Background: an optimization exercise with open tools, aiming at small area and a short achievable clock period. Do not read the settings as production practice. The RTL was checked by simulation tests, not by an equivalence proof against the original design. No activity file was given, so power comes from the tool's default toggle rates.

$ cat constraint.sdc
create_clock -name core_clock -period 11.0 [get_ports {clk}]
set_input_delay 2.2000 -clock core_clock [delete_from_list [all_inputs] [get_ports {clk}]]
set_output_delay 2.2000 -clock core_clock [all_outputs]
set_load 0.01 [all_outputs]
$ cat run.sh
#!/bin/bash
# synth_recipe.tcl (not shown) runs the flow's synth.tcl, then flattens the netlist and writes it again
# the make line also repeats each setting of config.mk as NAME=value (left out here)
make -C /OpenROAD-flow-scripts/flow DESIGN_CONFIG=/design/flow/config.mk WORK_HOME=/design/flow/orfs CLKGATE_MAP_FILE= SYNTH_SCRIPT=/design/flow/synth_recipe.tcl finish
$ cat design.v
`timescale 1ns / 1ps
module decoder#(
		parameter ADDRESS_WIDTH = 16,
		parameter INSTR_WIDTH =16,
		parameter OPERRATOR_WIDTH = 4,
		parameter REG_WIDTH = 4)(
		input [ADDRESS_WIDTH-1:0] PC,
		input [INSTR_WIDTH-1:0] instruction,
		output reg [REG_WIDTH-1:0] r_reg_A, 
		output reg [REG_WIDTH-1:0] r_reg_B, 
		output reg [15:0] immediate,
		output reg [2:0] ALU_SRC,
		output reg [REG_WIDTH-1:0] regsrc_A,
		output reg [REG_WIDTH-1:0] regsrc_B,
		output reg [REG_WIDTH-1:0] regsrc_sw,
		output is_jump,
		output is_branch,
		output reg [1:0] eqz,
		output [OPERRATOR_WIDTH-1:0] ALU_OP,
		output mem_read,
		output mem_write,
		output REG_WRI,
		output reg [REG_WIDTH-1:0] w_reg,
		output MemToReg          
    );
	parameter SP = 4'b1000;
	parameter T = 4'b1001;
	parameter IH = 4'b1010;
	parameter RA = 4'b1011;
	parameter EPC = 4'b1100;
	parameter EMP_REG = 4'b1111;
	parameter ADD = 4'b0000;
	parameter AND = 4'b0001;
	parameter OR = 4'b0010;
	parameter SLL = 4'b0011;
	parameter SRL = 4'b0100;
	parameter SRA = 4'b0101;
	parameter SUB = 4'b0110;
	parameter EQUAL = 4'b0111;
	parameter LESS = 4'b1000;
	parameter MOVE = 4'b1001;
	parameter EMPTY = 4'b1111;
	parameter SRC_NULL = 3'b000;
	parameter r1_r2 = 3'b001;
	parameter r1_im = 3'b010;
	parameter r1_nu = 3'b011;
	parameter im_nu = 3'b100;
	parameter r2_r1 = 3'b101;
	parameter B_IMME = 2'b00;
	parameter EQU_ZERO = 2'b01;
	parameter NOT_EQU_ZERO = 2'b10;
	reg is_jump_temp ;
	reg is_branch_temp ;
	reg [OPERRATOR_WIDTH-1:0] ALU_OP_temp;
	reg mem_read_temp ;
	reg mem_write_temp ;
	reg REG_WRI_temp ;
	reg MemToReg_temp ;
	assign is_jump = is_jump_temp;
	assign is_branch = is_branch_temp;
	assign ALU_OP = ALU_OP_temp;
	assign mem_read = mem_read_temp;
	assign mem_write = mem_write_temp;
	assign REG_WRI = REG_WRI_temp;
	assign MemToReg = MemToReg_temp;
	always @(*) begin
		ALU_OP_temp <= EMPTY;
		r_reg_A <= EMP_REG;
		r_reg_B <= EMP_REG;
		immediate <= 16'h0000;
		ALU_SRC <= SRC_NULL;
		regsrc_A <= EMP_REG;
		regsrc_B <= EMP_REG;
		regsrc_sw <= EMP_REG;
		is_jump_temp <= 1'b0;
		is_branch_temp <= 1'b0;
		eqz <= B_IMME;
		mem_read_temp <= 1'b0;
		mem_write_temp <= 1'b0;
		REG_WRI_temp <= 1'b0;
		w_reg <= EMP_REG;
		MemToReg_temp <= 1'b0;
		case (instruction[15:11])
			5'b01001:begin 	 
				ALU_OP_temp <= ADD;
				r_reg_A <= {1'b0,instruction[10:8]};
				r_reg_B <= EMP_REG;
				case(instruction[7])
					1'b1:begin immediate[15:0] <= {8'b11111111,instruction[7:0]};end
					1'b0:begin immediate[15:0] <= {8'b00000000,instruction[7:0]};end
				endcase
				ALU_SRC <= r1_im;
				regsrc_A <= {1'b0,instruction[10:8]};
				regsrc_B <= EMP_REG;
				regsrc_sw <= EMP_REG;
				is_jump_temp <= 1'b0;
				is_branch_temp <= 1'b0;
				mem_read_temp <= 1'b0;
				mem_write_temp <= 1'b0;
				REG_WRI_temp <= 1'b1;
				w_reg <= {1'b0,instruction[10:8]};
				MemToReg_temp <= 1'b0;
			end
			5'b01000:begin 	 
				ALU_OP_temp <= ADD;
				r_reg_A <= {1'b0,instruction[10:8]};
				r_reg_B <= EMP_REG;
				case(instruction[3])
					1'b1:begin immediate[15:0] <= {12'b111111111111,instruction[3:0]};end
					1'b0:begin immediate[15:0] <= {12'b000000000000,instruction[3:0]};end
				endcase
				ALU_SRC <= r1_im;
				regsrc_A <= {1'b0,instruction[10:8]};
				regsrc_B <= EMP_REG;
				regsrc_sw <= EMP_REG;
				is_jump_temp <= 1'b0;
				is_branch_temp <= 1'b0;
				mem_read_temp <= 1'b0;
				mem_write_temp <= 1'b0;
				REG_WRI_temp <= 1'b1;
				w_reg <= {1'b0,instruction[7:5]};
				MemToReg_temp <= 1'b0;
			end
			5'b01100:begin 	 
				case(instruction[10:8])
					3'b011:begin	 
						ALU_OP_temp <= ADD;
						r_reg_A <= SP;
						r_reg_B <= EMP_REG;
						case(instruction[7])
							1'b1:begin immediate[15:0] <= {8'b11111111,instruction[7:0]};end
							1'b0:begin immediate[15:0] <= {8'b00000000,instruction[7:0]};end
						endcase
						ALU_SRC <= r1_im;
						regsrc_A <= SP;
						regsrc_B <= EMP_REG;
						regsrc_sw <= EMP_REG;
						is_jump_temp <= 1'b0;
						is_branch_temp <= 1'b0;
						mem_read_temp <= 1'b0;
						mem_write_temp <= 1'b0;
						REG_WRI_temp <= 1'b1;
						w_reg <= SP;
						MemToReg_temp <= 1'b0;
					end
					3'b000:begin	 
						ALU_OP_temp <= EMPTY;
						r_reg_A <= T;
						r_reg_B <= EMP_REG;
						case(instruction[7])
							1'b1:begin immediate[15:0] <= {8'b11111111,instruction[7:0]};end
							1'b0:begin immediate[15:0] <= {8'b00000000,instruction[7:0]};end
						endcase
						ALU_SRC <= SRC_NULL;
						regsrc_A <= EMP_REG;
						regsrc_B <= EMP_REG;
						regsrc_sw <= EMP_REG;
						is_jump_temp <= 1'b0;
						is_branch_temp <= 1'b1;
						eqz <= EQU_ZERO;
						mem_read_temp <= 1'b0;
						mem_write_temp <= 1'b0;
						REG_WRI_temp <= 1'b0;
						w_reg <= EMP_REG;
						MemToReg_temp <= 1'b0;
					end
					3'b100:begin	 
						ALU_OP_temp <= MOVE;
						r_reg_A <= {1'b0,instruction[7:5]};
						r_reg_B <= EMP_REG;
						immediate <= 16'h0000;
						ALU_SRC <= r1_nu;
						regsrc_A <= {1'b0,instruction[7:5]};
						regsrc_B <= EMP_REG;
						regsrc_sw <= EMP_REG;
						is_jump_temp <= 1'b0;
						is_branch_temp <= 1'b0;
						mem_read_temp <= 1'b0;
						mem_write_temp <= 1'b0;
						REG_WRI_temp <= 1'b1;
						w_reg <= SP;
						MemToReg_temp <= 1'b0;
					end
					3'b001:begin	 
						ALU_OP_temp <= EMPTY;
						r_reg_A <= T;
						r_reg_B <= EMP_REG;
						case(instruction[7])
							1'b1:begin immediate[15:0] <= {8'b11111111,instruction[7:0]};end
							1'b0:begin immediate[15:0] <= {8'b00000000,instruction[7:0]};end
						endcase
						ALU_SRC <= SRC_NULL;
						regsrc_A <= EMP_REG;
						regsrc_B <= EMP_REG;
						regsrc_sw <= EMP_REG;
						eqz <= NOT_EQU_ZERO;
						is_jump_temp <= 1'b0;
						is_branch_temp <= 1'b1;
						mem_read_temp <= 1'b0;
						mem_write_temp <= 1'b0;
						REG_WRI_temp <= 1'b0;
						w_reg <= EMP_REG;
						MemToReg_temp <= 1'b0;
					end
					3'b010:begin	 
						ALU_OP_temp <= ADD;
						r_reg_A <= SP;
						r_reg_B <= RA;
						case(instruction[7])
							1'b1:begin immediate[15:0] <= {8'b11111111,instruction[7:0]};end
							1'b0:begin immediate[15:0] <= {8'b00000000,instruction[7:0]};end
						endcase
						ALU_SRC <= r1_im;
						regsrc_A <= SP;
						regsrc_B <= EMP_REG;
						regsrc_sw <= RA;
						is_jump_temp <= 1'b0;
						is_branch_temp <= 1'b0;
						mem_read_temp <= 1'b0;
						mem_write_temp <= 1'b1;
						REG_WRI_temp <= 1'b0;
						w_reg <= EMP_REG;
						MemToReg_temp <= 1'b0;
					end
				endcase
			end
			5'b11100:begin		 
				case(instruction[1:0])
					2'b01:begin		 
						ALU_OP_temp <= ADD;
						r_reg_A <= {1'b0,instruction[10:8]};
						r_reg_B <= {1'b0,instruction[7:5]};
						immediate <= 16'h0000;
						ALU_SRC <= r1_r2;
						regsrc_A <= {1'b0,instruction[10:8]};
						regsrc_B <= {1'b0,instruction[7:5]};
						regsrc_sw <= EMP_REG;
						is_jump_temp <= 1'b0;
						is_branch_temp <= 1'b0;
						mem_read_temp <= 1'b0;
						mem_write_temp <= 1'b0;
						REG_WRI_temp <= 1'b1;
						w_reg <= {1'b0,instruction[4:2]};
						MemToReg_temp <= 1'b0;
					end
					2'b11:begin		 
						ALU_OP_temp <= SUB;
						r_reg_A <= {1'b0,instruction[10:8]};
						r_reg_B <= {1'b0,instruction[7:5]};
						immediate <= 16'h0000;
						ALU_SRC <= r1_r2;
						regsrc_A <= {1'b0,instruction[10:8]};
						regsrc_B <= {1'b0,instruction[7:5]};
						regsrc_sw <= EMP_REG;
						is_jump_temp <= 1'b0;
						is_branch_temp <= 1'b0;
						mem_read_temp <= 1'b0;
						mem_write_temp <= 1'b0;
						REG_WRI_temp <= 1'b1;
						w_reg <= {1'b0,instruction[4:2]};
						MemToReg_temp <= 1'b0;
					end
				endcase
			end
			5'b00010:begin		 
				ALU_OP_temp <= EMPTY;
				r_reg_A <= EMP_REG;
				r_reg_B <= EMP_REG;
				case(instruction[10])
					1'b1:begin immediate[15:0] <= {5'b11111,instruction[10:0]};end
					1'b0:begin immediate[15:0] <= {5'b00000,instruction[10:0]};end
				endcase
				ALU_SRC <= SRC_NULL;
				regsrc_A <= EMP_REG;
				regsrc_B <= EMP_REG;
				regsrc_sw <= EMP_REG;
				is_jump_temp <= 1'b0;
				is_branch_temp <= 1'b1;
				eqz <= B_IMME;
				mem_read_temp <= 1'b0;
				mem_write_temp <= 1'b0;
				REG_WRI_temp <= 1'b0;
				w_reg <= EMP_REG;
				MemToReg_temp <= 1'b0;
			end
			5'b00100:begin		 
				ALU_OP_temp <= EMPTY;
				r_reg_A <= {1'b0,instruction[10:8]};
				r_reg_B <= EMP_REG;
				case(instruction[7])
					1'b1:begin immediate[15:0] <= {8'b11111111,instruction[7:0]};end
					1'b0:begin immediate[15:0] <= {8'b00000000,instruction[7:0]};end
				endcase
				ALU_SRC <= SRC_NULL;
				regsrc_A <= EMP_REG;
				regsrc_B <= EMP_REG;
				regsrc_sw <= EMP_REG;
				is_jump_temp <= 1'b0;
				is_branch_temp <= 1'b1;
				eqz <= EQU_ZERO;
				mem_read_temp <= 1'b0;
				mem_write_temp <= 1'b0;
				REG_WRI_temp <= 1'b0;
				w_reg <= EMP_REG;
				MemToReg_temp <= 1'b0;
			end
			5'b00101:begin		 
				ALU_OP_temp <= EMPTY;
				r_reg_A <= {1'b0,instruction[10:8]};
				r_reg_B <= EMP_REG;
				case(instruction[7])
					1'b1:begin immediate[15:0] <= {8'b11111111,instruction[7:0]};end
					1'b0:begin immediate[15:0] <= {8'b00000000,instruction[7:0]};end
				endcase
				ALU_SRC <= SRC_NULL;
				regsrc_A <= EMP_REG;
				regsrc_B <= EMP_REG;
				regsrc_sw <= EMP_REG;
				is_jump_temp <= 1'b0;
				is_branch_temp <= 1'b1;
				eqz <= NOT_EQU_ZERO;
				mem_read_temp <= 1'b0;
				mem_write_temp <= 1'b0;
				REG_WRI_temp <= 1'b0;
				w_reg <= EMP_REG;
				MemToReg_temp <= 1'b0;
			end
			5'b11101:begin
				case(instruction[4:0])
					5'b01100:begin		 
						ALU_OP_temp <= AND;
						r_reg_A <= {1'b0,instruction[10:8]};
						r_reg_B <= {1'b0,instruction[7:5]};
						immediate <= 16'h0000;
						ALU_SRC <= r1_r2;
						regsrc_A <= {1'b0,instruction[10:8]};
						regsrc_B <= {1'b0,instruction[7:5]};
						regsrc_sw <= EMP_REG;
						is_jump_temp <= 1'b0;
						is_branch_temp <= 1'b0;
						mem_read_temp <= 1'b0;
						mem_write_temp <= 1'b0;
						REG_WRI_temp <= 1'b1;
						w_reg <= {1'b0,instruction[10:8]};
						MemToReg_temp <= 1'b0;
					end
					5'b01010:begin		 
						ALU_OP_temp <= EQUAL;
						r_reg_A <= {1'b0,instruction[10:8]};
						r_reg_B <= {1'b0,instruction[7:5]};
						immediate <= 16'h0000;
						ALU_SRC <= r1_r2;
						regsrc_A <= {1'b0,instruction[10:8]};
						regsrc_B <= {1'b0,instruction[7:5]};
						regsrc_sw <= EMP_REG;
						is_jump_temp <= 1'b0;
						is_branch_temp <= 1'b0;
						mem_read_temp <= 1'b0;
						mem_write_temp <= 1'b0;
						REG_WRI_temp <= 1'b1;
						w_reg <= T;
						MemToReg_temp <= 1'b0;
					end
					5'b00000:begin
						case(instruction[7:5])
							3'b000:begin		 
								ALU_OP_temp <= EMPTY;
								r_reg_A <= {1'b0,instruction[10:8]};
								r_reg_B <= EMP_REG;
								immediate <= 16'h0000;
								ALU_SRC <= SRC_NULL;
								regsrc_A <= EMP_REG;
								regsrc_B <= EMP_REG;
								regsrc_sw <= EMP_REG;
								is_jump_temp <= 1'b1;
								is_branch_temp <= 1'b0;
								mem_read_temp <= 1'b0;
								mem_write_temp <= 1'b0;
								REG_WRI_temp <= 1'b0;
								w_reg <= EMP_REG;
								MemToReg_temp <= 1'b0;
							end
							3'b010:begin		 
								ALU_OP_temp <= MOVE;
								r_reg_A <= EMP_REG;
								r_reg_B <= EMP_REG;
								immediate[15:0] <= PC[15:0];
								ALU_SRC <= im_nu;
								regsrc_A <= EMP_REG;
								regsrc_B <= EMP_REG;
								regsrc_sw <= EMP_REG;
								is_jump_temp <= 1'b0;
								is_branch_temp <= 1'b0;
								mem_read_temp <= 1'b0;
								mem_write_temp <= 1'b0;
								REG_WRI_temp <= 1'b1;
								w_reg <= {1'b0,instruction[10:8]};
								MemToReg_temp <= 1'b0;
							end
						endcase
					end
					5'b01101:begin		 
						ALU_OP_temp <= OR;
						r_reg_A <= {1'b0,instruction[10:8]};
						r_reg_B <= {1'b0,instruction[7:5]};
						immediate <= 16'h0000;
						ALU_SRC <= r1_r2;
						regsrc_A <= {1'b0,instruction[10:8]};
						regsrc_B <= {1'b0,instruction[7:5]};
						regsrc_sw <= EMP_REG;
						is_jump_temp <= 1'b0;
						is_branch_temp <= 1'b0;
						mem_read_temp <= 1'b0;
						mem_write_temp <= 1'b0;
						REG_WRI_temp <= 1'b1;
						w_reg <= {1'b0,instruction[10:8]};
						MemToReg_temp <= 1'b0;
					end
					5'b00010:begin		 
						ALU_OP_temp <= LESS;
						r_reg_A <= {1'b0,instruction[10:8]};
						r_reg_B <= {1'b0,instruction[7:5]};
						immediate <= 16'h0000;
						ALU_SRC <= r1_r2;
						regsrc_A <= {1'b0,instruction[10:8]};
						regsrc_B <= {1'b0,instruction[7:5]};
						regsrc_sw <= EMP_REG;
						is_jump_temp <= 1'b0;
						is_branch_temp <= 1'b0;
						mem_read_temp <= 1'b0;
						mem_write_temp <= 1'b0;
						REG_WRI_temp <= 1'b1;
						w_reg <= T;
						MemToReg_temp <= 1'b0;
					end
					5'b00111:begin		 
						ALU_OP_temp <= SRA;
						r_reg_A <= {1'b0,instruction[7:5]};
						r_reg_B <= {1'b0,instruction[10:8]};
						immediate <= 16'h0000;
						ALU_SRC <= r1_r2;
						regsrc_A <= {1'b0,instruction[7:5]};
						regsrc_B <= {1'b0,instruction[10:8]};
						regsrc_sw <= EMP_REG;
						is_jump_temp <= 1'b0;
						is_branch_temp <= 1'b0;
						mem_read_temp <= 1'b0;
						mem_write_temp <= 1'b0;
						REG_WRI_temp <= 1'b1;
						w_reg <= {1'b0,instruction[7:5]};
						MemToReg_temp <= 1'b0;
					end
				endcase
			end
			5'b01101:begin		 
				ALU_OP_temp <= MOVE;
				r_reg_A <= EMP_REG;
				r_reg_B <= EMP_REG;
				immediate[15:0] <= {8'b00000000,instruction[7:0]};
				ALU_SRC <= im_nu;
				regsrc_A <= EMP_REG;
				regsrc_B <= EMP_REG;
				regsrc_sw <= EMP_REG;
				is_jump_temp <= 1'b0;
				is_branch_temp <= 1'b0;
				mem_read_temp <= 1'b0;
				mem_write_temp <= 1'b0;
				REG_WRI_temp <= 1'b1;
				w_reg <= {1'b0,instruction[10:8]};
				MemToReg_temp <= 1'b0;
			end
			5'b10011:begin		 
				ALU_OP_temp <= ADD;
				r_reg_A <= {1'b0,instruction[10:8]};
				r_reg_B <= EMP_REG;
				case(instruction[4])
					1'b1:begin immediate[15:0] <= {11'b11111111111,instruction[4:0]};end
					1'b0:begin immediate[15:0] <= {11'b00000000000,instruction[4:0]};end
				endcase
				ALU_SRC <= r1_im;
				regsrc_A <= {1'b0,instruction[10:8]};
				regsrc_B <= EMP_REG;
				regsrc_sw <= EMP_REG;
				is_jump_temp <= 1'b0;
				is_branch_temp <= 1'b0;
				mem_read_temp <= 1'b1;
				mem_write_temp <= 1'b0;
				REG_WRI_temp <= 1'b1;
				w_reg <= {1'b0,instruction[7:5]};
				MemToReg_temp <= 1'b1;
			end
			5'b10010:begin		 
				ALU_OP_temp <= ADD;
				r_reg_A <= SP;
				r_reg_B <= EMP_REG;
				case(instruction[7])
					1'b1:begin immediate[15:0] <= {8'b11111111,instruction[7:0]};end
					1'b0:begin immediate[15:0] <= {8'b00000000,instruction[7:0]};end
				endcase
				ALU_SRC <= r1_im;
				regsrc_A <= SP;
				regsrc_B <= EMP_REG;
				regsrc_sw <= EMP_REG;
				is_jump_temp <= 1'b0;
				is_branch_temp <= 1'b0;
				mem_read_temp <= 1'b1;
				mem_write_temp <= 1'b0;
				REG_WRI_temp <= 1'b1;
				w_reg <= {1'b0,instruction[10:8]};
				MemToReg_temp <= 1'b1;
			end
			5'b11110:begin		 
				case(instruction[0])
					1'b0:begin		 
						ALU_OP_temp <= MOVE;
						r_reg_A <= IH;
						r_reg_B <= EMP_REG;
						immediate <= 16'h0000;
						ALU_SRC <= r1_nu;
						regsrc_A <= IH;
						regsrc_B <= EMP_REG;
						regsrc_sw <= EMP_REG;
						is_jump_temp <= 1'b0;
						is_branch_temp <= 1'b0;
						mem_read_temp <= 1'b0;
						mem_write_temp <= 1'b0;
						REG_WRI_temp <= 1'b1;
						w_reg <= {1'b0,instruction[10:8]};
						MemToReg_temp <= 1'b0;
					end
					1'b1:begin		 
						ALU_OP_temp <= MOVE;
						r_reg_A <= {1'b0,instruction[10:8]};
						r_reg_B <= EMP_REG;
						immediate <= 16'h0000;
						ALU_SRC <= r1_nu;
						regsrc_A <= {1'b0,instruction[10:8]};
						regsrc_B <= EMP_REG;
						regsrc_sw <= EMP_REG;
						is_jump_temp <= 1'b0;
						is_branch_temp <= 1'b0;
						mem_read_temp <= 1'b0;
						mem_write_temp <= 1'b0;
						REG_WRI_temp <= 1'b1;
						w_reg <= IH;
						MemToReg_temp <= 1'b0;
					end
				endcase
			end
			5'b00001:begin		 
				ALU_OP_temp <= EMPTY;
				r_reg_A <= EMP_REG;
				r_reg_B <= EMP_REG;
				immediate <= 16'h0000;
				ALU_SRC <= SRC_NULL;
				regsrc_A <= EMP_REG;
				regsrc_B <= EMP_REG;
				regsrc_sw <= EMP_REG;
				is_jump_temp <= 1'b0;
				is_branch_temp <= 1'b0;
				mem_read_temp <= 1'b0;
				mem_write_temp <= 1'b0;
				REG_WRI_temp <= 1'b0;
				w_reg <= EMP_REG;
				MemToReg_temp <= 1'b0;
			end
			5'b00110:begin
				case(instruction[1:0])
				2'b00:begin		 
					ALU_OP_temp <= SLL;
					r_reg_A <= {1'b0,instruction[7:5]};
					r_reg_B <= EMP_REG;
					if(instruction[4:2] == 3'b000)
					begin
						immediate[15:0] <= 16'b0000000000001000;
					end
					else
					begin
						immediate[15:0] <= {13'b0000000000000,instruction[4:2]};
					end
					ALU_SRC <= r1_im;
					regsrc_A <= {1'b0,instruction[7:5]};
					regsrc_B <= EMP_REG;
					regsrc_sw <= EMP_REG;
					is_jump_temp <= 1'b0;
					is_branch_temp <= 1'b0;
					mem_read_temp <= 1'b0;
					mem_write_temp <= 1'b0;
					REG_WRI_temp <= 1'b1;
					w_reg <= {1'b0,instruction[10:8]};
					MemToReg_temp <= 1'b0;
				end
				2'b11:begin		 
					ALU_OP_temp <= SRA;
					r_reg_A <= {1'b0,instruction[7:5]};
					r_reg_B <= EMP_REG;
					if(instruction[4:2] == 3'b000)
					begin
						immediate[15:0] <= 16'b0000000000001000;
					end
					else
					begin
						immediate[15:0] <= {13'b0000000000000,instruction[4:2]};
					end
					ALU_SRC <= r1_im;
					regsrc_A <= {1'b0,instruction[7:5]};
					regsrc_B <= EMP_REG;
					regsrc_sw <= EMP_REG;
					is_jump_temp <= 1'b0;
					is_branch_temp <= 1'b0;
					mem_read_temp <= 1'b0;
					mem_write_temp <= 1'b0;
					REG_WRI_temp <= 1'b1;
					w_reg <= {1'b0,instruction[10:8]};
					MemToReg_temp <= 1'b0;
				end
				endcase
			end
			5'b11011:begin		 
				ALU_OP_temp <= ADD;
				r_reg_A <= {1'b0,instruction[10:8]};
				r_reg_B <= {1'b0,instruction[7:5]};
				case(instruction[4])
					1'b1:begin immediate[15:0] <= {11'b11111111111,instruction[4:0]};end
					1'b0:begin immediate[15:0] <= {11'b00000000000,instruction[4:0]};end
				endcase
				ALU_SRC <= r1_im;
				regsrc_A <= {1'b0,instruction[10:8]};
				regsrc_B <= EMP_REG;
				regsrc_sw <= {1'b0,instruction[7:5]};
				is_jump_temp <= 1'b0;
				is_branch_temp <= 1'b0;
				mem_read_temp <= 1'b0;
				mem_write_temp <= 1'b1;
				REG_WRI_temp <= 1'b0;
				w_reg <= EMP_REG;
				MemToReg_temp <= 1'b0;
			end
			5'b11010:begin		 
				ALU_OP_temp <= ADD;
				r_reg_A <= SP;
				r_reg_B <= {1'b0,instruction[10:8]};
				case(instruction[7])
					1'b1:begin immediate[15:0] <= {8'b11111111,instruction[7:0]};end
					1'b0:begin immediate[15:0] <= {8'b00000000,instruction[7:0]};end
				endcase
				ALU_SRC <= r1_im;
				regsrc_A <= SP;
				regsrc_B <= EMP_REG;
				regsrc_sw <= {1'b0,instruction[10:8]};
				is_jump_temp <= 1'b0;
				is_branch_temp <= 1'b0;
				mem_read_temp <= 1'b0;
				mem_write_temp <= 1'b1;
				REG_WRI_temp <= 1'b0;
				w_reg <= EMP_REG;
				MemToReg_temp <= 1'b0;
			end
			5'b01110:begin		 
				ALU_OP_temp <= EQUAL;
				r_reg_A <= {1'b0,instruction[10:8]};
				r_reg_B <= EMP_REG;
				case(instruction[7])
					1'b1:begin immediate[15:0] <= {8'b11111111,instruction[7:0]};end
					1'b0:begin immediate[15:0] <= {8'b00000000,instruction[7:0]};end
				endcase
				ALU_SRC <= r1_im;
				regsrc_A <= {1'b0,instruction[10:8]};
				regsrc_B <= EMP_REG;
				regsrc_sw <= EMP_REG;
				is_jump_temp <= 1'b0;
				is_branch_temp <= 1'b0;
				mem_read_temp <= 1'b0;
				mem_write_temp <= 1'b0;
				REG_WRI_temp <= 1'b1;
				w_reg <= T;
				MemToReg_temp <= 1'b0;
			end
			5'b11111:begin		 
				ALU_OP_temp <= EMPTY;
				case(instruction[3:0])
				4'b1111:begin
					r_reg_A <= EPC;
				end
				4'b0000:begin
					r_reg_A <= IH;
				end
				endcase
				r_reg_B <= EMP_REG;
				immediate <= 16'h0000;
				ALU_SRC <= SRC_NULL;
				regsrc_A <= EMP_REG;
				regsrc_B <= EMP_REG;
				regsrc_sw <= EMP_REG;
				is_jump_temp <= 1'b1;
				is_branch_temp <= 1'b0;
				mem_read_temp <= 1'b0;
				mem_write_temp <= 1'b0;
				REG_WRI_temp <= 1'b0;
				w_reg <= EMP_REG;
				MemToReg_temp <= 1'b0;
			end
			default:begin		
				ALU_OP_temp <= EMPTY;
				r_reg_A <= EMP_REG;
				r_reg_B <= EMP_REG;
				immediate <= 16'h0000;
				ALU_SRC <= SRC_NULL;
				regsrc_A <= EMP_REG;
				regsrc_B <= EMP_REG;
				regsrc_sw <= EMP_REG;
				is_jump_temp <= 1'b0;
				is_branch_temp <= 1'b0;
				mem_read_temp <= 1'b0;
				mem_write_temp <= 1'b0;
				REG_WRI_temp <= 1'b0;
				w_reg <= EMP_REG;
				MemToReg_temp <= 1'b0;
			end
		endcase
	end
endmodule
`timescale 1ns / 1ps
module zzcpu(
	input clk,
	input rst,
	output [15:0] light,
	output [17:0] Ram1Addr,
	input [15:0] Ram1Din,
	output [15:0] Ram1Dout,
	output Ram1Doe,
	output Ram1OE,
	output Ram1WE,
	output Ram1EN,
	output [17:0] Ram2Addr,
	input [15:0] Ram2Din,
	output [15:0] Ram2Dout,
	output Ram2Doe,
	output Ram2OE,
	output Ram2WE,
	output Ram2EN,
	input data_ready,
	input tbre,
	input tsre,
	output wrn,
	output rdn
    );
	localparam [15:0] NOP = 16'b0000100000000000;
	reg [15:0]  pc;
	reg         rflag;       
	reg [7:0]   pcl;         
	reg [15:0]  p1l;         
	reg [15:0]  pil;         
	reg         plock;       
	reg [255:0] pt;          
	reg [15:0]  ir;
	reg         e_we, e_ld, e_st;
	reg [3:0]   e_dst;
	reg [15:0]  e_a, e_b, e_m;
	reg         e_sub, e_and, e_or, e_sll, e_sra, e_eq, e_lt;
	reg         m_we, m_ld, m_st;
	reg [3:0]   m_dst;
	reg [15:0]  m_res, m_data;
	reg         m_z;
	reg         w_we;
	reg [3:0]   w_dst;
	reg [15:0]  w_res;
	reg [15:0]  rf [0:11];
	reg [11:0]  vld;
	wire [3:0]  rA, rB, regsrc_A, regsrc_B, regsrc_sw, wdst;
	wire [15:0] imm;
	wire [2:0]  alusrc;
	wire        isjump, isbranch, dec_ld, dec_st, dec_we, dec_m2r;
	wire [1:0]  eqz;
	wire [3:0]  aluop;
	decoder _decoder(
		.PC(p1l),
		.instruction(ir),
		.r_reg_A(rA),
		.r_reg_B(rB),
		.immediate(imm),
		.ALU_SRC(alusrc),
		.regsrc_A(regsrc_A),
		.regsrc_B(regsrc_B),
		.regsrc_sw(regsrc_sw),
		.is_jump(isjump),
		.is_branch(isbranch),
		.eqz(eqz),
		.ALU_OP(aluop),
		.mem_read(dec_ld),
		.mem_write(dec_st),
		.REG_WRI(dec_we),
		.w_reg(wdst),
		.MemToReg(dec_m2r)
	);
	wire [15:0] bx = e_b ^ {16{e_sub}};
	wire [15:0] sum = e_a + bx + {15'd0, e_sub};
	wire        ne = |(e_a ^ e_b);
	wire        lt = (e_a[15] ^ e_b[15]) ? e_a[15] : sum[15];
	wire [15:0] shl = e_a << e_b[3:0];
	wire [3:0]  sa = (|e_b[15:4]) ? 4'd15 : e_b[3:0];
	wire [15:0] shr = $signed(e_a) >>> sa;
	wire        other = e_and | e_or | e_sll | e_sra | e_eq | e_lt;
	wire [15:0] ores = ({16{e_and}} & (e_a & e_b))
	                 | ({16{e_or}}  & (e_a | e_b))
	                 | ({16{e_sll}} & shl)
	                 | ({16{e_sra}} & shr)
	                 | {15'd0, (e_eq & ne) | (e_lt & lt)};
	wire [15:0] alu = other ? ores : sum;
	wire [15:0] kp = e_a ^ bx;
	wire [15:0] kg = e_a | bx;
	wire        zsum = (kp == {kg[14:0], e_sub});
	wire        alu_z = other ? ~|ores : zsum;
	wire        m_acc   = m_ld | m_st;
	wire        is_ram2 = ~m_res[15] & m_acc;
	wire        u00     = (m_res == 16'hbf00);
	wire        u01     = (m_res == 16'hbf01);
	wire        is_ram1 = m_res[15] & ~u00 & ~u01;
	wire [15:0] memres  = is_ram2 ? Ram2Din :
	                      (u01 ? {14'd0, data_ready, tbre & tsre} : Ram1Din);
	wire [15:0] res_next = m_ld ? memres : m_res;
	assign rdn      = ~(u00 & m_ld);
	assign wrn      = ~(u00 & m_st);
	assign Ram1OE   = is_ram1 & m_st;
	assign Ram1WE   = ~(is_ram1 & m_st);
	assign Ram1EN   = ~(is_ram1 & m_acc);
	assign Ram1Doe  = m_st;
	assign Ram1Dout = m_data;
	assign Ram1Addr = {2'b00, m_res};
	assign Ram2OE   = is_ram2 & m_st;
	assign Ram2WE   = ~(is_ram2 & m_st);
	assign Ram2EN   = 1'b0;
	assign Ram2Doe  = is_ram2 & m_st;
	assign Ram2Dout = m_data;
	assign Ram2Addr = {2'b00, (is_ram2 ? m_res : pc)};
	function [15:0] rfrd;
		input [3:0] a;
		begin
			if (a[3:2] == 2'b11)
				rfrd = 16'h0000;
			else if (w_we && (w_dst == a))
				rfrd = w_res;
			else
				rfrd = vld[a] ? rf[a] : 16'h0000;
		end
	endfunction
	wire        fa_ex  = e_we && (e_dst == rA);
	wire        fa_mem = m_we && (m_dst == rA);
	wire        fb_ex  = e_we && (e_dst == rB);
	wire        fb_mem = m_we && (m_dst == rB);
	wire [15:0] rfa = rfrd(rA);
	wire [15:0] rfb = rfrd(rB);
	wire [15:0] valA = fa_ex ? alu : (fa_mem ? res_next : rfa);
	wire [15:0] valB = fb_ex ? alu : (fb_mem ? res_next : rfb);
	wire        zA = fa_ex ? alu_z : (fa_mem ? m_z : ~|rfa);
	wire conflictLW  = e_ld && ((regsrc_A == e_dst) || (regsrc_B == e_dst) || (regsrc_sw == e_dst));
	wire conflictJRB = (isbranch || isjump) && m_ld && (rA == m_dst);
	wire stall = conflictLW || is_ram2 || conflictJRB;
	wire ifbranch = isbranch && ((eqz == 2'b00) || ((eqz == 2'b01) && zA) || ((eqz == 2'b10) && !zA));
	wire prewrong = isbranch ? (plock ^ ifbranch) : plock;
	wire pw = prewrong && !stall;
	wire [15:0] ext = (Ram2Din[15:11] == 5'b00010) ? {{5{Ram2Din[10]}}, Ram2Din[10:0]}
	                                               : {{8{Ram2Din[7]}}, Ram2Din[7:0]};
	wire [15:0] pcplus1 = pc + 16'd1;
	wire [15:0] pcplusimm = pcplus1 + ext;
	wire        pt_raw = pt[pc[7:0]];
	wire        pres = pt_raw ^ (pw && (pcl == pc[7:0]));
	wire [15:0] nextpc = isjump ? valA :
	                     (pw ? (plock ? p1l : pil) : (pt_raw ? pcplusimm : pcplus1));
	assign light = {pc[7:0], ir[7:0]};
	always @(posedge clk or negedge rst) begin
		if (!rst) begin
			pc <= 16'h0000;
			rflag <= 1'b1;
			pcl <= 8'h00;
			p1l <= 16'h0001;
			pil <= 16'h0000;
			plock <= 1'b0;
		end else if (!stall) begin
			if (rflag) begin
				rflag <= 1'b0;
			end else begin
				pcl <= pc[7:0];
				p1l <= pcplus1;
				pil <= pcplusimm;
				pc <= nextpc;
				plock <= pres;
			end
		end
	end
	always @(posedge clk or negedge rst) begin
		if (!rst)
			pt <= 256'd0;
		else if (pw)
			pt <= pt ^ ({255'd0, 1'b1} << pcl);
	end
	always @(posedge clk or negedge rst) begin
		if (!rst)
			ir <= NOP;
		else if (!stall)
			ir <= (pw || isjump) ? NOP : Ram2Din;
	end
	always @(posedge clk or negedge rst) begin
		if (!rst) begin
			e_we <= 1'b0;
			e_ld <= 1'b0;
			e_st <= 1'b0;
			m_we <= 1'b0;
			m_ld <= 1'b0;
			m_st <= 1'b0;
			w_we <= 1'b0;
		end else begin
			e_we <= !stall && dec_we;
			e_ld <= !stall && dec_ld;
			e_st <= !stall && dec_st;
			m_we <= e_we;
			m_ld <= e_ld;
			m_st <= e_st;
			w_we <= m_we;
		end
	end
	always @(posedge clk) begin
		e_dst <= wdst;
		e_a <= valA;
		e_b <= (alusrc == 3'b001) ? valB : imm;
		e_m <= valB;
		e_sub <= (aluop == 4'b0110) || (aluop == 4'b1000);
		e_and <= (aluop == 4'b0001);
		e_or  <= (aluop == 4'b0010);
		e_sll <= (aluop == 4'b0011);
		e_sra <= (aluop == 4'b0101);
		e_eq  <= (aluop == 4'b0111);
		e_lt  <= (aluop == 4'b1000);
		m_dst <= e_dst;
		m_res <= alu;
		m_data <= e_m;
		m_z <= alu_z;
		w_dst <= m_dst;
		w_res <= res_next;
	end
	always @(posedge clk or negedge rst) begin
		if (!rst)
			vld <= 12'd0;
		else if (w_we && (w_dst[3:2] != 2'b11))
			vld[w_dst] <= 1'b1;
	end
	always @(posedge clk) begin
		if (w_we && (w_dst[3:2] != 2'b11))
			rf[w_dst] <= w_res;
	end
endmodule
$ cat config.mk
export PLATFORM = sky130hd
export DESIGN_NAME = zzcpu
export DESIGN_NICKNAME = zzcpu
export VERILOG_FILES = /design/flow/design.v
export SDC_FILE = /design/flow/constraint.sdc
export NUM_CORES = 4
export LEC_CHECK = 0
export CAP_MARGIN = 20
export CORE_MARGIN = 2
export CORE_UTILIZATION = 40
export SLEW_MARGIN = 20
==> results of run 1 <==
[kinds of logic after synthesis]
kind of cell	synth area share, %
and+or+nand+nor	12.4
AOI/OAI and AO/OA	18.3
DFF	42.6
buffers and inverters	5.22
xor gates and xnor gates	8.13
muxes	10.4
adders and majority gates	2.92
other	0.00949
[metrics by stage]
stage / power, mW / instance area (µm²) / instances / worst slack, ns / hold slack [ns]
global placement: 12.2 / 41700 / 5051 / 2.96 / 0.315
CTS: 15.1 / 44500 / 5193 / 2.77 / 0.327
detailed placement: 12.2 / 41700 / 5051 / 2.79 / 0.312
floorplan: 9.28 / 39500 / 3911 / 5.20 / 0.310
global route: 15.9 / 44500 / 5193 / 2.25 / 0.331
finish: 15.2 / 44500 / 5194 / 2.70 / 0.327
[power by group]
group	total, mW	switching (mW)	internal, mW	leakage, nW
logic	8.06	5.14	2.92	12.5
clock network	2.83	1.10	1.73	1.36
registers	4.31	1.05	3.26	7.39
[worst reg2reg max path: stages (launching register included)]
cell,delay (ns)
dfrtp_1,0.56
inv_1,0.24
ha_1,0.30
or4b_1,0.53
or4_1,0.57
a31oi_1,0.22
o221ai_1,0.22
nor2_4,0.79
buf_4,0.53
a21oi_1,0.16
a211oi_2,0.91
o211ai_1,0.29
nand3_1,0.22
nor4b_4,0.09
o31ai_2,0.66
a211o_4,0.44
buf_4,0.89
o22ai_1,0.17
o32a_1,0.38
[final cells by class]
| class | count | area, µm² |
|---|---|---|
| clock inverters | 40 | 663 |
| well taps | 1287 | 1610 |
| clock buffers | 102 | 2120 |
| repair buffers | 214 | 1950 |
| diodes | 1 | 2.50 |
| multi-input cells | 2764 | 20800 |
| fillers | 9161 | 53600 |
| inverters | 129 | 484 |
| flip-flops and latches | 657 | 16800 |
[metal layers]
metal  track usage (%)  wire, µm  vias to the layer above
met4              11.4      6370                        6
met5                 0        34                        -
met2              40.6     60700                     1443
met3              5.15     11000                      324
met1              36.1     57700                    16081
li1                  -         -                    14125
[worst max-delay path by stage]
stage	start	to	slack [ns]	cells after the start
after floorplan	ir[0]$_DFFE_PN0N_	pt[206]$_DFFE_PN0P_	5.20	21
after detailed placement	ir[0]$_DFFE_PN0N_	pc[2]$_DFFE_PN0P_	2.79	17
after global routing	ir[13]$_DFFE_PN0N_	pc[2]$_DFFE_PN0P_	2.25	17
final	ir[0]$_DFFE_PN0N_	pc[2]$_DFFE_PN0P_	2.70	18
after CTS	ir[0]$_DFFE_PN0N_	pc[2]$_DFFE_PN0P_	2.77	19
after global placement	ir[0]$_DFFE_PN0N_	pc[2]$_DFFE_PN0P_	2.96	19
[flip-flops by register name, indices dropped and copies added (netlist names), 4 cells and up]
| name | cells |
|---|---|
| e_a | 16 |
| e_b | 16 |
| e_dst | 4 |
| e_m | 16 |
| ir | 16 |
| m_data | 16 |
| m_dst | 4 |
| m_res | 16 |
| p1l | 16 |
| pc | 16 |
| pcl | 8 |
| pil | 16 |
| pt | 256 |
| rf | 192 |
| vld | 12 |
| w_dst | 4 |
| w_res | 16 |
[cell usage in the layout, fill, tap and decap left out, types with 124 or more instances in the layout]
cell type | netlist | routed
a21oi_1 | 159 | 158
o21ai_0 | 129 | 129
edfxtp_1 | 192 | 192
xor2_1 | 299 | 299
mux2i_1 | 125 | 125
nor2_1 | 226 | 216
nand2_1 | 453 | 453
inv_1 | 127 | 127
o211a_1 | 157 | 157
dfrtp_1 | 346 | 343
clkdlybuf4s50_1 | 0 | 124
a211oi_1 | 146 | 146
==> out/qor.csv, run 1 <==
metric,value,unit
outcome,timing/DRC/antenna clean,
path_buf_inv,3,
syn_area,39500,µm²
htree_levels,3,
crit_top_cell,buf_4,
crit_chain,inv_1 -> ha_1 -> or4b_1 -> or4_1 -> a31oi_1 -> o221ai_1 -> nor2_4 -> buf_4 -> a21oi_1 -> a211oi_2 -> o211ai_1 -> nand3_1 -> nor4b_4 -> o31ai_2 -> a211o_4 -> buf_4 -> o22ai_1 -> o32a_1,
io_pins,131,
first_pass_iters,6,
cts-root-buf,clkbuf_16,
holdPathStages,0,
cts_resized,0,
setup_tns,0,ns
ys_ff_latch,657,
critPathMaxStageDelay,0.91,ns
fmax,120,MHz
cts_setup_buffers,0,
port_buffers,125,
fp.dieW,318,µm
p_leak,21.3,nW
maxSlewViolCount,0,
setup_viol,0,
drtAntennaViolNets,0,
vias,31979,
cp-start-kind,flop,
hold_end,m_data[3]$_DFF_P_,
hold_violations,0,
async_flop_share,53.1,%
hold_class,flop to flop,
start_util,40.3,%
synthTopCellsByCount,"nand2_1 (453), dfrtp_1 (346), xor2_1 (299)",
cts_tree,done,
synth_top_area_share,21.9,%
dp_hpwl,91200,µm
grt_setup_unrepaired,no,
end_kind,flop,
critPathMaxFanout,89,
coreArea,98100,µm²
avgSynthCellArea,10.1,µm²
tightest_slew,1.23,ns
yosysMostFrequentCell,nand2_1,
clock_path_buffers,3,
synthCells,3907,
wl_per_cell,26.2,µm
synth-seq-area-share,42.6,%
antenna_found_initial,4,
grt_usage,26.4,%
via_per_inst,6.16,
grt_pass1_wl,204000,µm
synth_cell_type_count,96,
power_density,342,nW/µm²
reg2reg_from,ir[0]$_DFFE_PN0N_,
yosysWarningCount,2,
grt_overflow,0,
regToRegSetupSlack,2.70,ns
finalClockSkew,0.0342,ns
crit_family,compound AO/OA/AOI/OAI gates,
clk_pin_slew,0.07,ns
final_nets,3971,
clock_latency,0.67,ns
rows,115,
cpMaxStageDelayCell,a211oi_2,
cts_sinks,657,
cts_buffers,77,
crit_required,11.53,ns
fin_crit_sh,75.5,%
fin_util,45.3,%
grt_pass1_vias,30698,
finalCriticalPeriod,8.30,ns
die_height,318,µm
synth_edf_count,192,
drc_errors,0,
cts_hold_buf,0,
drt_wl_total,136000,µm
drive_gt1_share,11.1,%
min_from,e_m[3]$_DFF_P_,
synthTopCellsByArea,"dfrtp_1 (22%), edfxtp_1 (15%), xor2_1 (6.6%)",
syn_to_final_growth,12.6,%
drtIter0Drc,3300,
cp.arrival,8.84,ns
critical_path_class,flop to flop,
vdd_ir_drop_max,253,µV
max_slew_margin,17.2,%
rr_worst_depth,18,
grt_max_degree,181,
ys.flop_type,dfrtp_1,
cap_violations,0,
regToRegEndpoint,pc[2]$_DFFE_PN0P_,
synth_top_area_cell,dfrtp_1,
gp_congestion,0.987,
die_area,101000,µm²
==> run 2, diff against run 1 <==
--- a/design.v
+++ b/design.v
@@ -750,8 +750,12 @@
 	reg         rflag;       
-	reg [7:0]   pcl;         
+	reg         nolock;      
 	reg [15:0]  p1l;         
-	reg [15:0]  pil;         
 	reg         plock;       
 	reg [255:0] pt;          
+	reg         pend_v;      
+	reg [7:0]   pend_idx;
 	reg [15:0]  ir;
+	reg [3:0]   d_rA, d_rB;  
+	reg         d_uA, d_uB, d_jump, d_branch;
+	reg [1:0]   d_eqz;
 	reg         e_we, e_ld, e_st;
@@ -759,2 +763,3 @@
 	reg [15:0]  e_a, e_b, e_m;
+	reg         e_sat;
 	reg         e_sub, e_and, e_or, e_sll, e_sra, e_eq, e_lt;
@@ -763,3 +768,4 @@
 	reg [15:0]  m_res, m_data;
-	reg         m_z;
+	reg         m_z, m_ram2, m_u01;
+	reg         o_rdn, o_wrn, o_r1oe, o_r1we, o_r1en, o_r2oe, o_r2we;
 	reg         w_we;
@@ -769,7 +775,29 @@
 	reg [11:0]  vld;
-	wire [3:0]  rA, rB, regsrc_A, regsrc_B, regsrc_sw, wdst;
+	wire [3:0]  f_rA, f_rB, f_sA, f_sB, f_sW;
+	wire        f_jump, f_branch;
+	wire [1:0]  f_eqz;
+	decoder _pdec(
+		.PC(16'h0000),
+		.instruction(Ram2Din),
+		.r_reg_A(f_rA),
+		.r_reg_B(f_rB),
+		.immediate(),
+		.ALU_SRC(),
+		.regsrc_A(f_sA),
+		.regsrc_B(f_sB),
+		.regsrc_sw(f_sW),
+		.is_jump(f_jump),
+		.is_branch(f_branch),
+		.eqz(f_eqz),
+		.ALU_OP(),
+		.mem_read(),
+		.mem_write(),
+		.REG_WRI(),
+		.w_reg(),
+		.MemToReg()
+	);
+	wire [3:0]  wdst;
 	wire [15:0] imm;
 	wire [2:0]  alusrc;
-	wire        isjump, isbranch, dec_ld, dec_st, dec_we, dec_m2r;
-	wire [1:0]  eqz;
+	wire        dec_ld, dec_st, dec_we;
 	wire [3:0]  aluop;
@@ -778,12 +806,12 @@
 		.instruction(ir),
-		.r_reg_A(rA),
-		.r_reg_B(rB),
+		.r_reg_A(),
+		.r_reg_B(),
 		.immediate(imm),
 		.ALU_SRC(alusrc),
-		.regsrc_A(regsrc_A),
-		.regsrc_B(regsrc_B),
-		.regsrc_sw(regsrc_sw),
-		.is_jump(isjump),
-		.is_branch(isbranch),
-		.eqz(eqz),
+		.regsrc_A(),
+		.regsrc_B(),
+		.regsrc_sw(),
+		.is_jump(),
+		.is_branch(),
+		.eqz(),
 		.ALU_OP(aluop),
@@ -793,3 +821,3 @@
 		.w_reg(wdst),
-		.MemToReg(dec_m2r)
+		.MemToReg()
 	);
@@ -800,3 +828,3 @@
 	wire [15:0] shl = e_a << e_b[3:0];
-	wire [3:0]  sa = (|e_b[15:4]) ? 4'd15 : e_b[3:0];
+	wire [3:0]  sa = e_sat ? 4'd15 : e_b[3:0];
 	wire [15:0] shr = $signed(e_a) >>> sa;
@@ -813,15 +841,15 @@
 	wire        alu_z = other ? ~|ores : zsum;
-	wire        m_acc   = m_ld | m_st;
-	wire        is_ram2 = ~m_res[15] & m_acc;
-	wire        u00     = (m_res == 16'hbf00);
-	wire        u01     = (m_res == 16'hbf01);
-	wire        is_ram1 = m_res[15] & ~u00 & ~u01;
-	wire [15:0] memres  = is_ram2 ? Ram2Din :
-	                      (u01 ? {14'd0, data_ready, tbre & tsre} : Ram1Din);
+	wire        x_acc  = e_ld | e_st;
+	wire        x_u00  = (alu == 16'hbf00);
+	wire        x_u01  = (alu == 16'hbf01);
+	wire        x_ram2 = ~alu[15] & x_acc;
+	wire        x_ram1 = alu[15] & ~x_u00 & ~x_u01;
+	wire [15:0] memres = m_ram2 ? Ram2Din :
+	                     (m_u01 ? {14'd0, data_ready, tbre & tsre} : Ram1Din);
 	wire [15:0] res_next = m_ld ? memres : m_res;
-	assign rdn      = ~(u00 & m_ld);
-	assign wrn      = ~(u00 & m_st);
-	assign Ram1OE   = is_ram1 & m_st;
-	assign Ram1WE   = ~(is_ram1 & m_st);
-	assign Ram1EN   = ~(is_ram1 & m_acc);
+	assign rdn      = o_rdn;
+	assign wrn      = o_wrn;
+	assign Ram1OE   = o_r1oe;
+	assign Ram1WE   = o_r1we;
+	assign Ram1EN   = o_r1en;
 	assign Ram1Doe  = m_st;
@@ -829,8 +857,8 @@
 	assign Ram1Addr = {2'b00, m_res};
-	assign Ram2OE   = is_ram2 & m_st;
-	assign Ram2WE   = ~(is_ram2 & m_st);
+	assign Ram2OE   = o_r2oe;
+	assign Ram2WE   = o_r2we;
 	assign Ram2EN   = 1'b0;
-	assign Ram2Doe  = is_ram2 & m_st;
+	assign Ram2Doe  = o_r2oe;
 	assign Ram2Dout = m_data;
-	assign Ram2Addr = {2'b00, (is_ram2 ? m_res : pc)};
+	assign Ram2Addr = {2'b00, (m_ram2 ? m_res : pc)};
 	function [15:0] rfrd;
@@ -846,25 +874,39 @@
 	endfunction
-	wire        fa_ex  = e_we && (e_dst == rA);
-	wire        fa_mem = m_we && (m_dst == rA);
-	wire        fb_ex  = e_we && (e_dst == rB);
-	wire        fb_mem = m_we && (m_dst == rB);
-	wire [15:0] rfa = rfrd(rA);
-	wire [15:0] rfb = rfrd(rB);
-	wire [15:0] valA = fa_ex ? alu : (fa_mem ? res_next : rfa);
-	wire [15:0] valB = fb_ex ? alu : (fb_mem ? res_next : rfb);
+	wire        fa_ex  = e_we && (e_dst == d_rA);
+	wire        fa_mem = m_we && (m_dst == d_rA);
+	wire        fb_ex  = e_we && (e_dst == d_rB);
+	wire        fb_mem = m_we && (m_dst == d_rB);
+	wire [15:0] rfa = rfrd(d_rA);
+	wire [15:0] rfb = rfrd(d_rB);
+	wire [15:0] jrA  = fa_ex ? alu : (fa_mem ? m_res : rfa);
+	wire [15:0] valA = (fa_mem && !fa_ex && m_ld) ? memres : jrA;
+	wire [15:0] valB = (fb_mem && !fb_ex && m_ld) ? memres :
+	                   (fb_ex ? alu : (fb_mem ? m_res : rfb));
 	wire        zA = fa_ex ? alu_z : (fa_mem ? m_z : ~|rfa);
-	wire conflictLW  = e_ld && ((regsrc_A == e_dst) || (regsrc_B == e_dst) || (regsrc_sw == e_dst));
-	wire conflictJRB = (isbranch || isjump) && m_ld && (rA == m_dst);
-	wire stall = conflictLW || is_ram2 || conflictJRB;
-	wire ifbranch = isbranch && ((eqz == 2'b00) || ((eqz == 2'b01) && zA) || ((eqz == 2'b10) && !zA));
-	wire prewrong = isbranch ? (plock ^ ifbranch) : plock;
+	wire conflictLW  = e_ld && ((d_uA && (d_rA == e_dst)) || (d_uB && (d_rB == e_dst)));
+	wire conflictJRB = (d_branch || d_jump) && m_ld && (d_rA == m_dst);
+	wire stall = conflictLW || m_ram2 || conflictJRB;
+	wire ifbranch = d_branch && ((d_eqz == 2'b00) || ((d_eqz == 2'b01) && zA) || ((d_eqz == 2'b10) && !zA));
+	wire prewrong = d_branch ? (plock ^ ifbranch) : plock;
 	wire pw = prewrong && !stall;
-	wire [15:0] ext = (Ram2Din[15:11] == 5'b00010) ? {{5{Ram2Din[10]}}, Ram2Din[10:0]}
-	                                               : {{8{Ram2Din[7]}}, Ram2Din[7:0]};
 	wire [15:0] pcplus1 = pc + 16'd1;
-	wire [15:0] pcplusimm = pcplus1 + ext;
-	wire        pt_raw = pt[pc[7:0]];
-	wire        pres = pt_raw ^ (pw && (pcl == pc[7:0]));
-	wire [15:0] nextpc = isjump ? valA :
-	                     (pw ? (plock ? p1l : pil) : (pt_raw ? pcplusimm : pcplus1));
+	wire        f_isB = (Ram2Din[15:11] == 5'b00010);
+	wire [8:0]  lo = {1'b0, pcplus1[7:0]} + {1'b0, Ram2Din[7:0]};
+	wire [7:0]  h = pcplus1[15:8];
+	wire [7:0]  hm1 = h - 8'd1;
+	wire [7:0]  hp1 = h + 8'd1;
+	wire [7:0]  hi8 = Ram2Din[7] ? (lo[8] ? h : hm1) : (lo[8] ? hp1 : h);
+	wire [7:0]  e3 = {{5{Ram2Din[10]}}, Ram2Din[10:8]};
+	wire [7:0]  hB0 = h + e3;
+	wire [8:0]  hB1 = {h, 1'b1} + {e3, 1'b1};
+	wire [7:0]  hiB = lo[8] ? hB1[8:1] : hB0;
+	wire [15:0] pcplusimm = {(f_isB ? hiB : hi8), lo[7:0]};
+	wire [15:0] iext = (ir[15:11] == 5'b00010) ? {{5{ir[10]}}, ir[10:0]}
+	                                          : {{8{ir[7]}}, ir[7:0]};
+	wire [15:0] pil = nolock ? 16'h0000 : (p1l + iext);
+	wire        pt_raw = pt[pc[7:0]] ^ (pend_v && (pend_idx == pc[7:0]));
+	wire        pres = pt_raw ^ (pw && (p1l[7:0] == pcplus1[7:0]));
+	wire [15:0] pc_other = d_jump ? jrA : (pw ? (plock ? p1l : pil) : pcplus1);
+	wire        sel_imm = !d_jump && !pw && pt_raw;
+	wire [15:0] nextpc = sel_imm ? pcplusimm : pc_other;
 	assign light = {pc[7:0], ir[7:0]};
@@ -874,5 +916,4 @@
 			rflag <= 1'b1;
-			pcl <= 8'h00;
+			nolock <= 1'b1;
 			p1l <= 16'h0001;
-			pil <= 16'h0000;
 			plock <= 1'b0;
@@ -882,5 +923,4 @@
 			end else begin
-				pcl <= pc[7:0];
+				nolock <= 1'b0;
 				p1l <= pcplus1;
-				pil <= pcplusimm;
 				pc <= nextpc;
@@ -891,12 +931,45 @@
 	always @(posedge clk or negedge rst) begin
-		if (!rst)
+		if (!rst) begin
 			pt <= 256'd0;
-		else if (pw)
-			pt <= pt ^ ({255'd0, 1'b1} << pcl);
+			pend_v <= 1'b0;
+		end else begin
+			if (pend_v)
+				pt <= pt ^ ({255'd0, 1'b1} << pend_idx);
+			pend_v <= pw;
+		end
+	end
+	always @(posedge clk) begin
+		pend_idx <= p1l[7:0] - 8'd1;
 	end
 	always @(posedge clk or negedge rst) begin
-		if (!rst)
+		if (!rst) begin
 			ir <= NOP;
-		else if (!stall)
-			ir <= (pw || isjump) ? NOP : Ram2Din;
+			d_rA <= 4'hF;
+			d_rB <= 4'hF;
+			d_uA <= 1'b0;
+			d_uB <= 1'b0;
+			d_jump <= 1'b0;
+			d_branch <= 1'b0;
+			d_eqz <= 2'b00;
+		end else if (!stall) begin
+			if (pw || d_jump) begin
+				ir <= NOP;
+				d_rA <= 4'hF;
+				d_rB <= 4'hF;
+				d_uA <= 1'b0;
+				d_uB <= 1'b0;
+				d_jump <= 1'b0;
+				d_branch <= 1'b0;
+				d_eqz <= 2'b00;
+			end else begin
+				ir <= Ram2Din;
+				d_rA <= f_rA;
+				d_rB <= f_rB;
+				d_uA <= (f_sA != 4'hF);
+				d_uB <= (f_sB != 4'hF) || (f_sW != 4'hF);
+				d_jump <= f_jump;
+				d_branch <= f_branch;
+				d_eqz <= f_eqz;
+			end
+		end
 	end
@@ -910,2 +983,10 @@
 			m_st <= 1'b0;
+			m_ram2 <= 1'b0;
+			o_rdn <= 1'b1;
+			o_wrn <= 1'b1;
+			o_r1oe <= 1'b0;
+			o_r1we <= 1'b1;
+			o_r1en <= 1'b1;
+			o_r2oe <= 1'b0;
+			o_r2we <= 1'b1;
 			w_we <= 1'b0;
@@ -918,2 +999,10 @@
 			m_st <= e_st;
+			m_ram2 <= x_ram2;
+			o_rdn <= !(x_u00 && e_ld);
+			o_wrn <= !(x_u00 && e_st);
+			o_r1oe <= x_ram1 && e_st;
+			o_r1we <= !(x_ram1 && e_st);
+			o_r1en <= !(x_ram1 && x_acc);
+			o_r2oe <= x_ram2 && e_st;
+			o_r2we <= !(x_ram2 && e_st);
 			w_we <= m_we;
@@ -921,2 +1010,3 @@
 	end
+	wire [15:0] bsel = (alusrc == 3'b001) ? valB : imm;
 	always @(posedge clk) begin
@@ -924,3 +1014,4 @@
 		e_a <= valA;
-		e_b <= (alusrc == 3'b001) ? valB : imm;
+		e_b <= bsel;
+		e_sat <= |bsel[15:4];
 		e_m <= valB;
@@ -937,2 +1028,3 @@
 		m_z <= alu_z;
+		m_u01 <= x_u01;
 		w_dst <= m_dst;
--- a/config.mk
+++ b/config.mk
@@ -9,3 +9,5 @@
 export CORE_MARGIN = 2
-export CORE_UTILIZATION = 40
+export CORE_UTILIZATION = 65
+export CTS_BUF_LIST = sky130_fd_sc_hd__clkbuf_4 sky130_fd_sc_hd__clkbuf_8
+export SETUP_SLACK_MARGIN = 5
 export SLEW_MARGIN = 20
==> out/qor.csv, run 2 <==
metric,value,unit
drc_errors,0,
internal_power,6.81,mW
synth_top_area_cell,dfrtp_1,
drive_gt1_share,15.1,%
grt_pass1_vias,31598,
htree_levels,3,
ys.flop_type,dfrtp_1,
fin_crit_sh,52.5,%
hold_class,flop to flop,
fmax,173,MHz
drtAntennaViolNets,0,
synthCells,3665,
vias,31838,
comb_power_share,45.7,%
avgSynthCellArea,10.6,µm²
first_pass_iters,8,
clock_path_buffers,3,
seq_power_share,35.5,%
synth_top_area_share,21.3,%
swShare,44.4,%
cts_buffers,103,
clock_latency,0.77,ns
outcome,timing/DRC/antenna clean,
cp.arrival,6.39,ns
cts-root-buf,clkbuf_8,
finalCriticalPeriod,5.78,ns
critPathMaxStageDelay,0.67,ns
yosysMostFrequentCell,nor2_1,
regMostFlops,pt,
io_pins,131,
tightest_slew,1.21,ns
rows,89,
drt_wl_total,131000,µm
final_nets,3851,
cp-start-kind,flop,
fp.dieW,249,µm
vdd_ir_drop_max,175,µV
end_kind,flop,
crit_top_cell,nor4_1,
async_flop_share,52.3,%
grt_pass1_wl,198000,µm
stdcell_area,42900,µm²
synth_cell_type_count,103,
synthTopCellsByCount,"nor2_1 (388), nand2_1 (366), dfrtp_1 (332)",
nFillCells,3954,
coreArea,59100,µm²
maxSlewViolCount,0,
synthTopCellsByArea,"dfrtp_1 (21%), edfxtp_1 (15%), mux4_2 (11%)",
p_switching,5.43,mW
die_height,249,µm
crit_chain,buf_4 -> mux4_2 -> a22oi_1 -> nand4_1 -> nor4_1 -> a41oi_1 -> nor4_1 -> a311o_1 -> a21boi_2 -> nor2_4 -> xnor2_2 -> nand2_2 -> o31ai_1,
clk_pin_slew,0.06,ns
synth-seq-area-share,43.7,%
grt_setup_unrepaired,no,
placement.cell_area,40500,µm²
dp_hpwl,90500,µm
wl_per_cell,28.8,µm
layout_commonest_cell,nor2_1,
grt_usage,42.1,%
antenna_found_initial,8,
largest_register_ffs,256,
p_clk_share,18.8,%
syn_to_final_growth,10.0,%
setup_tns,0,ns
yosysWarningCount,2,
cts_sinks,667,
max_slew_margin,19.0,%
setup_viol,0,
grt_max_degree,163,
synth_edf_count,192,
finalClockSkew,0.0533,ns
critPathMaxFanout,54,
cap_violations,0,
drtIter0Drc,4805,
start_util,65.9,%
critical_path_class,flop to flop,
p_leak,18.2,nW
multi_input_area,20300,µm²
final_cell_mix,"nor2_1 (388), nand2_1 (364), dfrtp_1 (329)",
reg_top3,"pt x256, rf x192",
gp_congestion,1.04,
crit_required,11.61,ns
final-seq-area,17100,µm²
port_buffers,125,
ys_ff_latch,667,
cpMaxStageDelayCell,buf_4,
cts_tree,done,
via_per_inst,6.98,
power_density,285,nW/µm²
grt_overflow,0,
syn_area,39000,µm²
die_area,61900,µm²
hold_violations,0,
run 2: cell types whose count changed after synthesis, sizes merged, moves of 21 or more:
cell    delta
mux2i     -40
o211a    -154
xnor2     +88
nor2     +162
a211oi   -129
nor3      +22
and2      -25
clkbuf    -86
o31ai     +23
xor2      -64
nand2     -86
mux4      +94
o21ai     -21
ha        +22
run 2: final timing paths:
check | endpoint | cells past startpoint | slack (ns) | start
setup / recovery | d_jump$_DFFE_PN0N_ | 13 | 5.22 | d_rA[1]$_DFFE_PN1N_
min in group asynchronous | m_st$_DFF_PN0_ | 1 | 1.44 | rst
hold / removal | m_data[10]$_DFF_P_ | 0 | 0.32 | e_m[10]$_DFF_P_
hold reg to reg | m_data[10]$_DFF_P_ | 0 | 0.32 | e_m[10]$_DFF_P_
setup reg to reg | d_jump$_DFFE_PN0N_ | 13 | 5.22 | d_rA[1]$_DFFE_PN1N_
max in group asynchronous | pc[1]$_DFFE_PN0P_ | 3 | 7.02 | rst
run 2: power by group through the flow:
stage	clock network [mW]	logic, mW	registers [mW]
floorplan	0	4.06	3.72
global placement	0	5.23	4.27
detailed placement	0	5.35	4.33
CTS	2.31	5.43	4.27
global route	2.42	5.92	4.38
finish	2.30	5.59	4.34
run 2: what timing repair did:
item                       4_1_cts  5_1_grt
gates resized for setup          1        3
pin swaps                        0        0
setup endpoints to repair       22       22
cloned                           0        0
setup buffers                    1        0
hold buffers                     0        0
run 2: cell type report:
type / instances / share of cell area (%)
multi-input cells: 2616 / 47.4
flip-flops and latches: 667 / 39.8
inverters: 121 / 1.06
diodes: 5 / 0.0292
clock inverters: 27 / 0.674
repair buffers: 189 / 4.12
well taps: 773 / 2.26
clock buffers: 163 / 4.71
run 2: routing by layer:
metal	wire [µm]	GRT usage, %	share of wire, %	vias up
li1	-	-	-	13307
met1	47700	55.5	36	15624
met2	59600	65.1	45	2349
met3	15700	9.57	12	552
met4	8100	23.5	6.2	6
met5	42	0	0.032	-
run 2: logic make-up after synthesis:
| logic type | synth area share (%) |
|---|---|
| compound gates | 11.7 |
| fa+ha+maj | 3.82 |
| xor+xnor | 8.87 |
| buf+inv | 4.40 |
| flops | 43.7 |
| simple gates | 12.7 |
| mux | 14.7 |
| other cells | 0.00962 |
run 2: metrics by stage:
stage	std cells	hold slack (ns)	power (mW)	util [%]	setup WS (ns)
final	4561	0.319	12.2	72.5	5.22
after global routing	4559	0.329	12.7	72.5	5.06
after CTS	4556	0.321	12.0	72.5	5.00
after detailed placement	4365	0.312	9.67	68.5	4.43
after global placement	4365	0.310	9.50	68.5	4.43
after floorplan	3669	0.310	7.77	-	6.07
run 2: worst max-delay path, delay by kind of cell, from the launching register on:
kind                   cells  cell delay, ns
multiplexers               1            0.45
buffers and inverters      1            0.67
AND/OR/NAND/NOR            5            2.02
AO/OA/AOI/OAI              5            1.70
flip-flops                 1            0.53
XOR/XNOR                   1            0.23

## what the ideal ports hide
No port has a modelled driver above. Below, the same layouts with a new extraction and two added sets of constraints. Step 1, drivers: a clkbuf_16 drives clk and a buf_2 each remaining input, both assumed. Step 2 also shifts input and output timing later by t, the mid clock arrival at the registers, as if the neighbouring blocks saw the same clock. Three values: no drivers, after step 1, after step 2; two values: the first two.
run	t (ns)	slack for setup (ns)	clock arrival spread, ns	worst register clock-pin slew, ns	pins driven straight from the clock port
run 1	0.732	2.697 / 2.697 / 2.697	0.034 / 0.034	0.07 / 0.07	1
run 2	0.809	5.222 / 5.222 / 4.761	0.054 / 0.054	0.08 / 0.08	1
After both steps setup and hold are still met in every run listed. The setup slack of run 2, which loses most, moves by 0.000 ns with the drivers and by -0.461 ns with both steps.
